What follows belongs to an exercise in optimizing a design on an open flow for small area and a short achievable clock period; a production flow would make more cautious choices.
Only simulation tests tie the RTL to the original design; equivalence was not proved.
Power figures rest on the tool's default switching activity, not on a simulated workload.

===== design.v =====
`timescale 1ns / 1ps
module decode(instr,opcode,rd_index,rs_index,rt_index,constant,shamt,address);
input [15:0] instr;
output [3:0] opcode;
output [2:0] rd_index,rs_index,rt_index,shamt;
output [5:0] constant;
output [8:0] address;
assign opcode   = instr[15:12];
assign rd_index = instr[11:9];
assign rs_index = instr[8:6];
assign rt_index = instr[5:3];
assign shamt    = instr[2:0];
assign constant = instr[5:0];
assign address  = instr[11:3];
endmodule
`timescale 1ns / 1ps
module control_unit(instr,opcode,rd_index,rs_index,rt_index,shamt,constant,address);
input [15:0] instr;
output  [3:0] opcode;
output  [2:0] rd_index,rs_index,rt_index,shamt;
output [5:0] constant;
output [8:0] address;
decode call(instr,opcode,rd_index,rs_index,rt_index,constant,shamt,address);
endmodule
`timescale 1ns / 1ps
module ALU(clk,reset,op_code,rd,rs,rt,rd_store,shamt,constant,hi,lo);
input clk,reset;
input [3:0] op_code;                   				  
input [15:0]rs,rt;  								        	  
input [15:0]rd_store;                                
input [5:0] constant;										  
input [2:0] shamt;                				        
reg [31:0] TEMP;                                      
wire [15:0] mem_addr;
output reg[15:0] rd;  							            
output reg[15:0] hi,lo;                             
reg [15:0] RAM [0:7];
assign mem_addr = rs + constant;
always @ (*)
	begin
		TEMP = rs * rt;  
		if(op_code== 0)					 
			begin                    
			rd = rs + rt; 
			end
		else if (op_code==1)				 
			begin               
			rd = rs << shamt;
			end
		else if (op_code==2)				 
			begin           
			rd = rs >> shamt; 
			end
		else if (op_code==4) 			 
			begin           
			rd = lo; 
			end
		else if (op_code==5) 			 
			begin           
			rd = hi;   
			end
		else if (op_code==6) 			 
			begin           
			rd = rs | rt; 
			end
		else if (op_code==7) 			 
			begin 
			rd = rs & rt; 
			end
		else if (op_code==8) 			 
			begin 
			rd = rs + constant; 
			end
		else if (op_code==9) 			 
			begin          
			rd = constant; 
			end         
		else if (op_code==10) 			 
			begin             
			rd = (mem_addr < 8) ? RAM [mem_addr[2:0]] : 16'd0;  
			end
		else   							 
			begin 
			rd = 0; 
			end
	end
always @ (posedge clk, posedge reset)
	begin
	if (reset)
		begin
		hi <= 0;
		lo <= 0;
		RAM[0] <= 16'b 0000000000000001;
		RAM[1] <= 16'b 0000000000000101;                      
		RAM[2] <= 16'b 0000000000000000;
		RAM[3] <= 16'b 0000000000000000;
		RAM[4] <= 16'b 0000000000000011;
		RAM[5] <= 16'b 0000000000000001;
		RAM[6] <= 16'b 0000000000000001;
		RAM[7] <= 16'b 0000000000000001;
		end
	else
		begin
		if (op_code == 3)
			begin
			hi <= TEMP[31:16];     			  
			lo <= TEMP[15:0];					 
			end
		if (op_code == 11 && mem_addr < 8)
			RAM[mem_addr[2:0]] <= rd_store;
		end
	end
endmodule
`timescale 1ns / 1ps
module data_path(clk,reset,op_code,rd_index,rs_index,rt_index,shamt,constant,rd_value,rs_value,rt_value,low,high,SR);
input clk,reset;
input [3:0] op_code;
input [2:0] rd_index, rs_index, rt_index, shamt;
input [5:0] constant;
output [15:0] rd_value;
output reg [15:0] rs_value,rt_value;
output [15:0] low,high;
output reg [15:0] SR;	
wire [15:0] hi,lo;
reg [3:0] flags;
reg wr_en;
reg [15:0] regfile[0:7];
always@(*)
	begin
     if (op_code>=0 && op_code<=7)		 
			begin
			rs_value=regfile[rs_index];
			rt_value=regfile[rt_index];
			end
    else if (op_code>=8 && op_code<=11)  
			begin
			rs_value=regfile[rs_index]; 
			rt_value=0;
			end
    else 
			begin 								 
			rs_value=0;
			rt_value=0; 
			end
	end
always @(*)
	begin	
	flags = 4'b0000;
	if(rs_value==rt_value)
			flags[3]=1;                                	    
	else if(rs_value<rt_value)
			flags[2]=1;                           		   	 
	else if(rs_value[15]==1 && rt_value[15]==1)
			flags[0]=1;                          			   
	else if(rs_value[15]==0 && rt_value[15]==0)
			flags[0]=1;                                 	  
	else if(rs_value[15:0] || rt_value[15:0])
			flags[1]=1;                          			  
	end
always @(*)
	begin
	wr_en = !(op_code == 3 || op_code >= 11);
	end
always @(posedge clk, posedge reset)
	begin
	if (reset)
		begin
		regfile[0] <= 7;
		regfile[1] <= 6;
		regfile[2] <= 5;
		regfile[3] <= 4;
		regfile[4] <= 3;
		regfile[5] <= 2;
		regfile[6] <= 1;
		regfile[7] <= 0;
		SR <= 16'b0000000000000000;
		end
	else
		begin
		if (wr_en)
			regfile[rd_index] <= rd_value;
		SR <= {12'b000000000000, flags};
		end
	end
assign low = lo;
assign high = hi;
ALU call(clk,reset,op_code,rd_value,rs_value,rt_value,regfile[rd_index],shamt,constant,hi,lo);
endmodule
`timescale 1ns / 1ps
module processor(clk,reset,instr,PC,opcode,rd_index,rs_index,rt_index,shamt,constant,address,rd_value,rs_value,rt_value,low_out,high_out,SR);
input clk,reset;
input [15:0] instr;							 
reg [7:0] pc;
output [7:0] PC;
output [3:0] opcode;
output [2:0] rd_index, rs_index, rt_index, shamt;
output [5:0] constant;
output [8:0] address;
output [15:0] rd_value,rs_value,rt_value,low_out,high_out,SR;
always @ (posedge clk,posedge reset)
begin
	if(reset==1)
		begin
		pc<=0;
		end
	else if (pc>14)								 
		begin
		pc <= 0;
		end
	else if(opcode>=12 && opcode<=14) 		 
		begin
		pc <= pc + address; 
		end
	else 
		begin
		pc <= pc + 1; 								 
		end
end
assign PC = pc;
wire [3:0] opcode;
wire [2:0] rd_index,rs_index,rt_index,shamt;
wire [5:0] constant;
wire [8:0] address;
control_unit cal1(instr,opcode,rd_index,rs_index,rt_index,shamt,constant,address);
data_path cal2(clk,reset,opcode,rd_index,rs_index,rt_index,shamt,constant,rd_value,rs_value,rt_value,low_out,high_out,SR);
endmodule 

===== run.sh =====
#!/bin/bash
# synth_recipe.tcl (not shown) runs the flow's synth.tcl, then flattens the netlist and writes it again
# the make line also repeats each setting of config.mk as NAME=value (left out here)
make -C /OpenROAD-flow-scripts/flow DESIGN_CONFIG=/design/flow/config.mk WORK_HOME=/design/flow/orfs CLKGATE_MAP_FILE= SYNTH_SCRIPT=/design/flow/synth_recipe.tcl finish

===== config.mk =====
export PLATFORM = sky130hd
export DESIGN_NAME = processor
export DESIGN_NICKNAME = processor
export VERILOG_FILES = /design/flow/design.v
export SDC_FILE = /design/flow/constraint.sdc
export NUM_CORES = 4
export LEC_CHECK = 0
export CAP_MARGIN = 20
export CORE_MARGIN = 2
export CORE_UTILIZATION = 40
export SLEW_MARGIN = 20

===== constraint.sdc =====
create_clock -name core_clock -period 8.5 [get_ports {clk}]
set_input_delay 1.7000 -clock core_clock [delete_from_list [all_inputs] [get_ports {clk}]]
set_output_delay 1.7000 -clock core_clock [all_outputs]
set_load 0.01 [all_outputs]

==> implementation parameters <==
Parameter                              Value

Clock tree
  Maximum clock insertion buffer count    3
  Clk Latency, worst-skew pair    590 ps
  Number of H-tree branching levels    2
  Clock net sink count    300
  Cell at the root of the clock tree    sky130_fd_sc_hd__clkbuf_16
  Clock Pin Slew Worst Setup and Hold Paths    50 ps
  Clock tree from TritonCTS    yes
  TritonCTS buffer count    36

Cells and area
  Final standard cell area without fillers    35800 µm²
  Relative area change from synthesis to final layout    26.3%
  Share of layout cells above drive strength 1    0.299
  Layout filler cell count    6531
  Count of nets after finishing    3828
  Total area of multi-input combinational cells    19300 µm²
  Seq. cell area    7530 µm²

Floorplan
  Die Outline Area    73000 µm²
  Initial core utilization    0.404
  Die outline width    270 µm
  Core Rows    97
  Area inside the core boundary    70100 µm²
  I/O pin count    153
  Vertical extent of the die    270 µm

Setup path
  Number of buffers and inverters on the critical path    7
  Worst stage delay on the critical path    590 ps
  Critical path required time    6800 ps
  Chain of cells forming the critical path    buf_2, buf_6, buf_12, or4bb_1, nand4_1, o221a_4, inv_1, buf_4, fa_2, nor2b_2, o31a_1, o21ai_0, a21o_1, or4_1, o211ai_1, nand2_2, buf_4, o31a_1, o21ai_4, clkdlybuf4s50_1
  Crit path capture type    output pin
  Crit path max-delay cell type    sky130_fd_sc_hd__clkdlybuf4s50_1
  Kind of critical path    in -> out
  Startpoint Class    primary input
  CP Data Arrival Time    6640 ps
  Largest fanout of any net on the critical path    19
  Register-to-register setup slack    1370 ps
  Worst path top cell family by delay    compound AO/OA/AOI/OAI gates

Placed design
  Number of buffer cells added on primary ports    140
  Pre-CTS worst setup slack    -668 ps
  Global placer's final weighted congestion    1.04
  Half-perimeter wire length after placement    92.9 mm
  Placed cell areas    34000 µm²

GRT
  Overflow after GRT    0
  Vias in the first global route    26534
  Wire length of the first global-routing pass    176 mm
  Pin count of the biggest net entering global routing    168
  Number of antenna violations at the first check in global routing    2
  Overall track demand over capacity in global routing    0.320

STA
  Headroom to the max-slew limit    0.303
  Slew at the pin closest to its max-slew limit    1020 ps
  Setup-violating endpoint count in the final report    0
  Crit path time final    8340 ps
  Highest clock rate    120 MHz
  Final worst path period share    0.981
  Setup_tns    0 ps
  Max-slew violation count    0
  Final Hold Violating Endpoints    0
  RSZ-0062 raised after global routing    no
  Worst setup margin    159 ps
  Final-layout worst hold slack    489 ps
  Final Skew    16.2 ps

Synthesis
  Number of enable-type register cells in the synthesized netlist    0
  Cell type with the largest total area after synthesis    sky130_fd_sc_hd__dfrtp_1
  Fraction of post-synthesis cell area in the top cell type by area    0.247
  Per-instance average area after synthesis    9.55 µm²
  Number of distinct standard cells referenced by the synthesized netlist    92
  Flip-flop and latch count after synthesis    300
  Ys flop type    sky130_fd_sc_hd__dfrtp_1
  Warnings, synthesis    6
  Main area contributors after synthesis    sky130_fd_sc_hd__dfrtp_1 (25%), sky130_fd_sc_hd__fa_1 (14%), sky130_fd_sc_hd__mux2_2 (11%), sky130_fd_sc_hd__ha_1 (7.3%), sky130_fd_sc_hd__nand2_1 (3.9%)
  Synth async-reset ratio    1.00
  Leading post-synthesis cells by instance count    sky130_fd_sc_hd__nand2_1 (295), sky130_fd_sc_hd__mux2_2 (282), sky130_fd_sc_hd__dfrtp_1 (280), sky130_fd_sc_hd__nor2_1 (270), sky130_fd_sc_hd__inv_1 (260)
  Share of synthesized area occupied by flip-flops and latches    0.266
  Post-Synthesis Cell Area    28400 µm²
  Most common cell in the netlist    sky130_fd_sc_hd__nand2_1
  Cell count after synthesis    2970

Power
  Leakage power    16.2 nW
  Total power divided by cell area    196 nW/µm²
  Maximum resistive drop on vdd    167 µV

Detailed routing
  DR vias/cell    5.88
  Total number of vias    25960
  DRC    0
  Per-cell routed wire length    26.7 µm
  Total wirelength of the detailed-routed design    118 mm
  Number of nets with antenna violations after detailed routing    0
  Initial DRC Count    2741
  Iteration count of the initial detailed-routing pass    7

Min path
  Worst hold path type    reg -> reg

Outcome
  Outcome  no timing/DRC/antenna violations

Run
  Maxcap violations    0
per-layer routing:
layer  track usage  up-vias  wire [µm]
met4         0.148        2       6570
met5             0        -         12
met2         0.489     1330      51700
met3        0.0691      325      10700
li1              -    11247          -
met1         0.435    13056      49100
power breakdown:
| part | switching, mW | internal (mW) |
|---|---|---|
| clock network | 0.681 | 0.987 |
| logic | 1.89 | 1.52 |
| registers | 0.279 | 1.65 |
| total | 2.85 | 4.16 |
logic make-up (layout without fill, tap and decap cells):
| group | after synthesis | in the layout | share of synthesized area |
|---|---|---|---|
| other | 1 | 13 | 0.000132 |
| adder cells (fa/ha/maj) | 363 | 363 | 0.212 |
| buffers and inverters | 494 | 988 | 0.0743 |
| AO/OA/AOI/OAI | 571 | 571 | 0.136 |
| AND/OR/NAND/NOR | 779 | 779 | 0.121 |
| multiplexers | 405 | 405 | 0.173 |
| flip-flops | 300 | 300 | 0.266 |
| XOR/XNOR | 57 | 57 | 0.0176 |
metrics by stage:
step / total power, mW / std cells / util
after floorplan: 3.51 / 2981 / -
after global placement: 5.16 / 4327 / 0.484
after detailed placement: 5.21 / 4328 / 0.484
after CTS: 6.93 / 4403 / 0.506
after global routing: 7.35 / 4415 / 0.510
final: 7.01 / 4416 / 0.510
area by class of cell:
cell class	instances	area share
Timing Repair Buffer	648	0.154
Antenna cell	1	0.0000699
Inverter	274	0.0290
Tap cell	940	0.0329
Clock inverter	13	0.00748
Multi-Input combinational cell	2187	0.538
Clock buffer	53	0.0281
Sequential cell	300	0.210
timing repair:
item	in CTS	in global routing
endpoints found under the setup margin	19	27
pin swaps	15	26
gates resized for setup	38	62
buffers inserted	9	12
hold buffers	0	0
state kept, by name, indices dropped and copies added (netlist names):
signal	cells
cal2.call.RAM	128
cal2.regfile	128
cal2.call.hi	16
cal2.call.lo	16
pc	8
cal2.SR	4
cells in the final DEF (no fill, tap or decap), types with 30 or more instances in the layout:
cell type                         instances
sky130_fd_sc_hd__a21oi_1                130
sky130_fd_sc_hd__a221oi_1                34
sky130_fd_sc_hd__buf_4                  473
sky130_fd_sc_hd__clkbuf_16               36
sky130_fd_sc_hd__clkdlybuf4s50_1        121
sky130_fd_sc_hd__dfrtp_1                280
sky130_fd_sc_hd__fa_1                   192
sky130_fd_sc_hd__ha_1                   161
sky130_fd_sc_hd__inv_1                  254
sky130_fd_sc_hd__mux2_2                 282
sky130_fd_sc_hd__mux2i_1                 74
sky130_fd_sc_hd__mux4_2                  36
sky130_fd_sc_hd__nand2_1                288
sky130_fd_sc_hd__nand3_1                 34
sky130_fd_sc_hd__nor2_1                 267
sky130_fd_sc_hd__nor3_1                  33
sky130_fd_sc_hd__o21ai_0                111
sky130_fd_sc_hd__o22ai_1                 30
sky130_fd_sc_hd__xnor2_1                 31
path summary, 6_finish.rpt:
check	from	end	depth (start not counted)
max	instr[7]	rd_value[1]	20
min in group asynchronous	reset	cal2.call.RAM[4][2]$_DFFE_PP0P_	3
max in group asynchronous	reset	cal2.regfile[3][7]$_DFFE_PP0P_	4
min	cal2.call.RAM[7][15]$_DFFE_PP0P_	cal2.call.RAM[7][15]$_DFFE_PP0P_	1
max reg2reg	cal2.regfile[0][9]$_DFFE_PP0P_	cal2.call.hi[10]$_DFFE_PP0N_	26
min reg2reg	cal2.call.RAM[7][15]$_DFFE_PP0P_	cal2.call.RAM[7][15]$_DFFE_PP0P_	1

## what the ideal ports hide
No port has a modelled driver above. Below, the same layout with a new extraction and two added sets of constraints.
Step 1 sets driving cells, clkbuf_16 on the clock port and buf_2 on the other inputs (assumed; they add their load-dependent delay and slew).
Step 2 moves the port delays by t, midway between the first and last clock arrival at a register: inputs arrive t later, outputs are due t later. That takes back most of the time a late clock gives input paths.
a / b / c = ideal ports / drivers / drivers and shift; a / b = the first two.
t, ns: 0.641
setup slack, ns: 0.159 / 0.134 / -0.327
worst setup path at the end: input to register
cell pins on the clock port's net: 1
With both steps, setup timing fails in this run, where it was met with ideal ports. For this run, drivers alone change the setup slack by -0.025 ns; drivers and shift together by -0.486 ns.
